What follows belongs to an exercise in optimizing a design on an open flow for small area, a short achievable clock period and few clock cycles; a production flow would make more cautious choices. Where RTL was checked, it was by simulation tests only, not by an equivalence proof against the original. Power is estimated from default activity; no workload was simulated.

## algo_3_final
module algo_3_final (
    input  wire        clk,
    input  wire        reset,       
    input  wire        trigger,     
    input  wire        pix_valid,
    input  wire [7:0]  pix_data,
    output wire        pix_ready,
    input  wire [10:0] data_ram_i,
    output wire [10:0] data_ram_o,
    output wire [10:0] addr_ram,
    output wire        we,
    input  wire [13:0] data_ram_energia_i,
    output wire [13:0] data_ram_energia_o,
    output wire [10:0] addr_ram_energia,
    input  wire [5:0]  data_ram_cantidad_i,
    output wire [5:0]  data_ram_cantidad_o,
    output wire [10:0] addr_ram_cantidad,
    output wire        fin_signal
);
clock: 5.5 ns
lec_check: 0
abc_area: 1
cap_margin: 20
core_margin: 2
core_utilization: 40
setup_slack_margin: 3.25
slew_margin: 20
run.sh (not shown) runs the stock make flow with config.mk's settings and CLKGATE_MAP_FILE= SYNTH_SCRIPT=/design/flow/synth_recipe.tcl, a recipe that flattens the netlist after the stock synthesis.
The starting point passed the timing, design-rule and antenna checks.
Then changed:
Settings changed: SETUP_SLACK_MARGIN 3.25 to 3.3.
Result:
- maximum frequency stays flat
- cell area came out higher by 0.33%
- non-clock buffer count came out higher by 20
- wire length stays flat
- setup slack stays flat
- cell count came out higher by 0.65%
Then changed:
Settings changed: SETUP_SLACK_MARGIN 3.3 to 3.4.
What happened:
- sequential cell count does not change
- sequential power hardly moves
- cell area grows by 2.9%
- global-route usage increases by 0.25 points
- power grows by about 2.5%
- routed wire length rose by about 1.1%
Then changed:
Settings changed: SETUP_SLACK_MARGIN 3.4 to 3.15.
What happened:
- The new run ran to the end with no violations
- power goes up slightly
- fmax came out higher slightly
- combinational power drops by roughly a tenth
- non-clock buffer count falls by 47
- global-route usage came out lower by 0.50 points
No functional check of the RTL was part of any run of this note.

* * *

algo_3_final, a different RTL version from the one above (not shown whole).
For scale: about 210 flip-flops, ~110 I/O pins.
clock: 5.5 ns
lec_check: 0
abc_area: 1
cap_margin: 20
core_margin: 2
core_utilization: 40
setup_slack_margin: 3.3
slew_margin: 20
The starting point completed with no timing, DRC or antenna violations.
Next try:
--- a/flow/config.mk
+++ b/flow/config.mk
@@ -11,3 +11,4 @@
 export CORE_UTILIZATION = 40
-export SETUP_SLACK_MARGIN = 3.3
+export SETUP_SLACK_MARGIN = 3.0
 export SLEW_MARGIN = 20
+export TNS_END_PERCENT = 10
The changed run passed the timing, design-rule and antenna checks. Sequential power is about the same. Routed wire length came out lower by 13%. Final cell count is lower by 3.8%. Final area came out lower by 9.3%. Combinational power fell by 23%.
Next try:
--- a/flow/config.mk
+++ b/flow/config.mk
@@ -7,3 +7,2 @@
 export LEC_CHECK = 0
-export ABC_AREA = 1
 export CAP_MARGIN = 20
@@ -11,4 +10,4 @@
 export CORE_UTILIZATION = 40
+export CTS_BUF_LIST = sky130_fd_sc_hd__clkbuf_4 sky130_fd_sc_hd__clkbuf_8
 export SETUP_SLACK_MARGIN = 3.0
 export SLEW_MARGIN = 20
-export TNS_END_PERCENT = 10
First-iteration DRC count shrinks by 21%.
Power climbs by 0.41%.
Die area drops by 4.2%.
Clock skew goes up by 0.0051 ns.
Non-clock buffer count went up by 62.
Routed wire length rises by 2.0%.
Next try:
--- a/flow/config.mk
+++ b/flow/config.mk
@@ -7,7 +7,7 @@
 export LEC_CHECK = 0
-export CAP_MARGIN = 20
+export ABC_AREA = 1
+export CAP_MARGIN = 0
 export CORE_MARGIN = 2
 export CORE_UTILIZATION = 40
-export CTS_BUF_LIST = sky130_fd_sc_hd__clkbuf_4 sky130_fd_sc_hd__clkbuf_8
 export SETUP_SLACK_MARGIN = 3.0
-export SLEW_MARGIN = 20
+export SLEW_MARGIN = 0
Core utilization drops by 3.4 points.
Setup slack gains 0.054 ns.
Clock power climbs by a few percent.
Sequential share of layout area climbs by 0.96 points.
Final cell count climbs by about a fifth.
Routed wire length climbs by a few percent.
First-iteration DRC count climbs by well over a third.
Via count climbs by roughly a tenth.
Global-route usage drops by 0.42 points.
Combinational power drops by roughly a tenth.
Critical path depth drops by 9.
No run of this note included a check of the RTL's function; only the layout flow was run.

* * *

job 101:
algo_3_final, a different RTL version from the one above (not shown whole).
Size in the first run: ~1,500 cells after synthesis, about 220 flip-flops.
clock: 5.5 ns
lec_check: 0
abc_area: 1
cap_margin: 20
core_margin: 2
core_utilization: 40
setup_slack_margin: 3.2
slew_margin: 20
Testbench counts of job 101, summed over its fixed seeds: cycles 171,814.
What job 102 does differently from job 101 at the input level:
Settings: SETUP_SLACK_MARGIN changed from 3.2 to 3.4.
## What came out
- Job 101 -> job 102: fmax increased by a few percent
- Changes observed in job 102 relative to job 101: number of vias in the routed layout now larger, pin slew with the least headroom to its limit now smaller, worst supply voltage drop on vdd now smaller, area occupied by multi-input gates now larger, overall fraction of global-route tracks in use now larger.
- label_r[4] as the launch point of the worst path was reported by job 102, and d_e[9] by job 101.
- Job 102 closes out successfully: all stages finished, all timing, DRC and antenna checks passed.
- Job 101 went all the way through the flow, and no timing, DRC or antenna check failed.
- Met2 routed wirelength (job 102 vs. job 101) increases by a little under 10%
- Delta (job 102 minus job 101): non-clock buffer count now sits higher, net switching power of the design now sits lower, period utilization now sits lower.
## Diff of input files: job 103 against job 102
Settings: changing SETUP_SLACK_MARGIN from 3.4 to 3.3.
==> comparison <==
From job 102 to job 103 the numbers moved as follows: total via count in the routed design went down 238; count of inverters other than clock inverters in the layout has decreased; worst hold slack across all endpoints higher; proportion of synthesized chip area in sequential cells closely matched the old numbers.
Job 102: flow completed, timing, DRC and antenna clean
Job 103 finished all stages; the layout is clean.
Job 103 gives more total power than job 102 did.
Count of buffers not belonging to the clock network in the layout (job 103 over job 102): decrease, 27
Job 102 → job 103: portion of the clock cycle consumed by the worst path in the final layout flat, clock slew at the register clock pins of the worst setup and hold paths flat, global placement routability congestion up 0.0064.

* * *

algo_3_final, a different RTL version from the one above (not shown whole).
For scale: roughly 1400 cells after synthesis, about 110 I/O pins, about 11000 um^2 of cells after synthesis.
clock: 5.5 ns
lec_check: 0
cap_margin: 20
core_margin: 2
core_utilization: 65
setup_slack_margin: 3.0
slew_margin: 20
Testbench counts at the start, summed over its fixed seeds: cycles 173,018.
Next try:
CORE_UTILIZATION = 40   (was 65)
What happened: The changed run completed without violations. Via count is lower by 5.9%. Flip-flop and latch count is unchanged. Clock skew is lower by 0.0084 ns. Sequential power is about the same. Non-clock buffer count is lower by 8.

* * *

## oak
Another version of the RTL of algo_3_final (not shown whole).
Size in the first run: roughly 1500 cells after synthesis, about 210 flip-flops, about 11000 um^2 of cells after synthesis.
==> flow/config.mk <==
export PLATFORM = sky130hd
export DESIGN_NAME = algo_3_final
export DESIGN_NICKNAME = algo_3_final
export VERILOG_FILES = /design/flow/design.v
export SDC_FILE = /design/flow/constraint.sdc
export NUM_CORES = 4
export LEC_CHECK = 0
export ABC_AREA = 1
export CAP_MARGIN = 20
export CORE_MARGIN = 2
export CORE_UTILIZATION = 55
export SETUP_SLACK_MARGIN = 3.3
export SLEW_MARGIN = 20
==> flow/constraint.sdc <==
create_clock -name core_clock -period 5.5 [get_ports {clk}]
set_input_delay 1.1000 -clock core_clock [delete_from_list [all_inputs] [get_ports {clk}]]
set_output_delay 1.1000 -clock core_clock [all_outputs]
set_load 0.01 [all_outputs]
oak did not stop at any stage, and its layout met the timing, design-rule and antenna checks.
Testbench counts of oak, summed over its fixed seeds: cycles 173,018.
Here is what was changed in the inputs of pine compared with oak.
# oak
export LEC_CHECK = 0
export ABC_AREA = 1
export CAP_MARGIN = 20
export CORE_MARGIN = 2
export CORE_UTILIZATION = 55
export SETUP_SLACK_MARGIN = 3.3
export SLEW_MARGIN = 20
create_clock -name core_clock -period 5.5 [get_ports {clk}]
# pine
export LEC_CHECK = 0
export ABC_AREA = 1
export CAP_MARGIN = 20
export CORE_MARGIN = 2
export CORE_UTILIZATION = 40
export SETUP_SLACK_MARGIN = 3.15
export SLEW_MARGIN = 20
create_clock -name core_clock -period 5.5 [get_ports {clk}]
[summary]
- Changes observed in pine relative to oak: number of clock buffers in the layout went down 1, fmax went down 9.5 MHz.
- Per the comparison of pine with oak, final HPWL from detailed placement higher; number of stages on the worst setup path lower; total cell area at the placement stage roughly the same.
- The run with more setup slack is oak; pine has less.
- Sort oak and pine by final instance area desc -> top: oak
- pine ends up with lower area added between synthesis and finish than oak does.

* * *

Starting RTL as in the previous note.
clock: 5.5 ns
lec_check: 0
abc_area: 1
cap_margin: 20
core_margin: 2
core_utilization: 40
cts_cluster_diameter: 100
cts_cluster_size: 30
setup_slack_margin: 3.0
slew_margin: 20
Testbench counts at the start, summed over its fixed seeds: cycles 173,018.
Next try:
CTS_CLUSTER_DIAMETER = default   (was 100)
CTS_CLUSTER_SIZE = default   (was 30)
SETUP_SLACK_MARGIN = 3.22   (was 3.0)
After rerunning: Final cell count goes up by a few percent; setup slack is better by 0.32 ns; final area grows by a few percent; sequential share of layout area drops by 2.1 points; first-iteration DRC count goes down by roughly a tenth; non-clock buffer count climbs by 20; via count went up by a few percent.
Next try:
SETUP_SLACK_MARGIN = 3.3   (was 3.22)
=> Setup slack improves by 0.028 ns. Clock skew climbs by 0.0038 ns. Combinational power climbs by a few percent. Die area stays the same. Global-route usage is higher by 0.33 points.
Next try:
SETUP_SLACK_MARGIN = 3.0   (was 3.3)
What happened: Register-to-register slack degrades by 0.27 ns. Via count came out lower by 1.6%. Power rises by 9.8%. Utilization is lower by 1.1 points. Area after synthesis stays the same.

[separate check: timing with driven ports]
The results above use ideal ports. As a check the final layouts listed here were re-extracted and re-timed, cells and wires unchanged. Step 1 (the two cells are an assumption about what drives the block):
set clk [get_ports {clk}]
set_driving_cell -lib_cell sky130_fd_sc_hd__clkbuf_16 $clk
set_driving_cell -lib_cell sky130_fd_sc_hd__buf_2 [delete_from_list [all_inputs] $clk]
Step 2 moves the port delays by t, midway between the first and last clock arrival at a register: inputs arrive t later, outputs are due t later. That takes back most of the time a late clock gives input paths. a / b / c = ideal / step 1 / step 2; a / b = the first two.
| run | t (ns) | slack for setup (ns) | worst setup path after step 2 |
|---|---|---|---|
| the first run of note 1 | 0.569 | 3.178 / 3.132 / 2.763 | input to register |
| the second run of note 1 | 0.567 | 3.179 / 3.131 / 2.805 | input to register |
| the third run of note 1 | 0.580 | 3.148 / 3.098 / 2.836 | input to register |
| the fourth run of note 1 | 0.568 | 3.158 / 3.111 / 2.667 | input to register |
| the first run of note 2 | 0.567 | 3.210 / 3.161 / 2.817 | input to register |
| the second run of note 2 | 0.556 | 2.784 / 2.738 / 2.319 | input to register |
| the third run of note 2 | 0.566 | 2.992 / 2.977 / 2.437 | input to register |
| the fourth run of note 2 | 0.564 | 3.047 / 3.000 / 2.536 | input to register |
| job 101 | 0.577 | 3.195 / 3.149 / 2.684 | input to register |
| job 102 | 0.568 | 3.259 / 3.211 / 2.767 | input to register |
| job 103 | 0.568 | 3.261 / 3.214 / 2.780 | input to register |
| the first run of note 4 | 0.564 | 2.863 / 2.863 / 2.504 | input to register |
| the second run of note 4 | 0.559 | 2.989 / 2.991 / 2.432 | input to register |
| oak | 0.560 | 3.210 / 3.162 / 2.805 | input to register |
| pine | 0.562 | 3.159 / 3.110 / 2.727 | input to register |
| the first run of note 6 | 0.526 | 2.830 / 2.779 / 2.563 | input to register |
| the second run of note 6 | 0.567 | 3.150 / 3.102 / 2.788 | input to register |
| the third run of note 6 | 0.565 | 3.178 / 3.132 / 2.780 | input to register |
| the fourth run of note 6 | 0.586 | 3.061 / 3.010 / 2.516 | input to register |
After both steps every run listed still meets setup and hold. The setup slack of the second run of note 4, which loses most, moves by +0.002 ns with the drivers and by -0.557 ns with both steps.
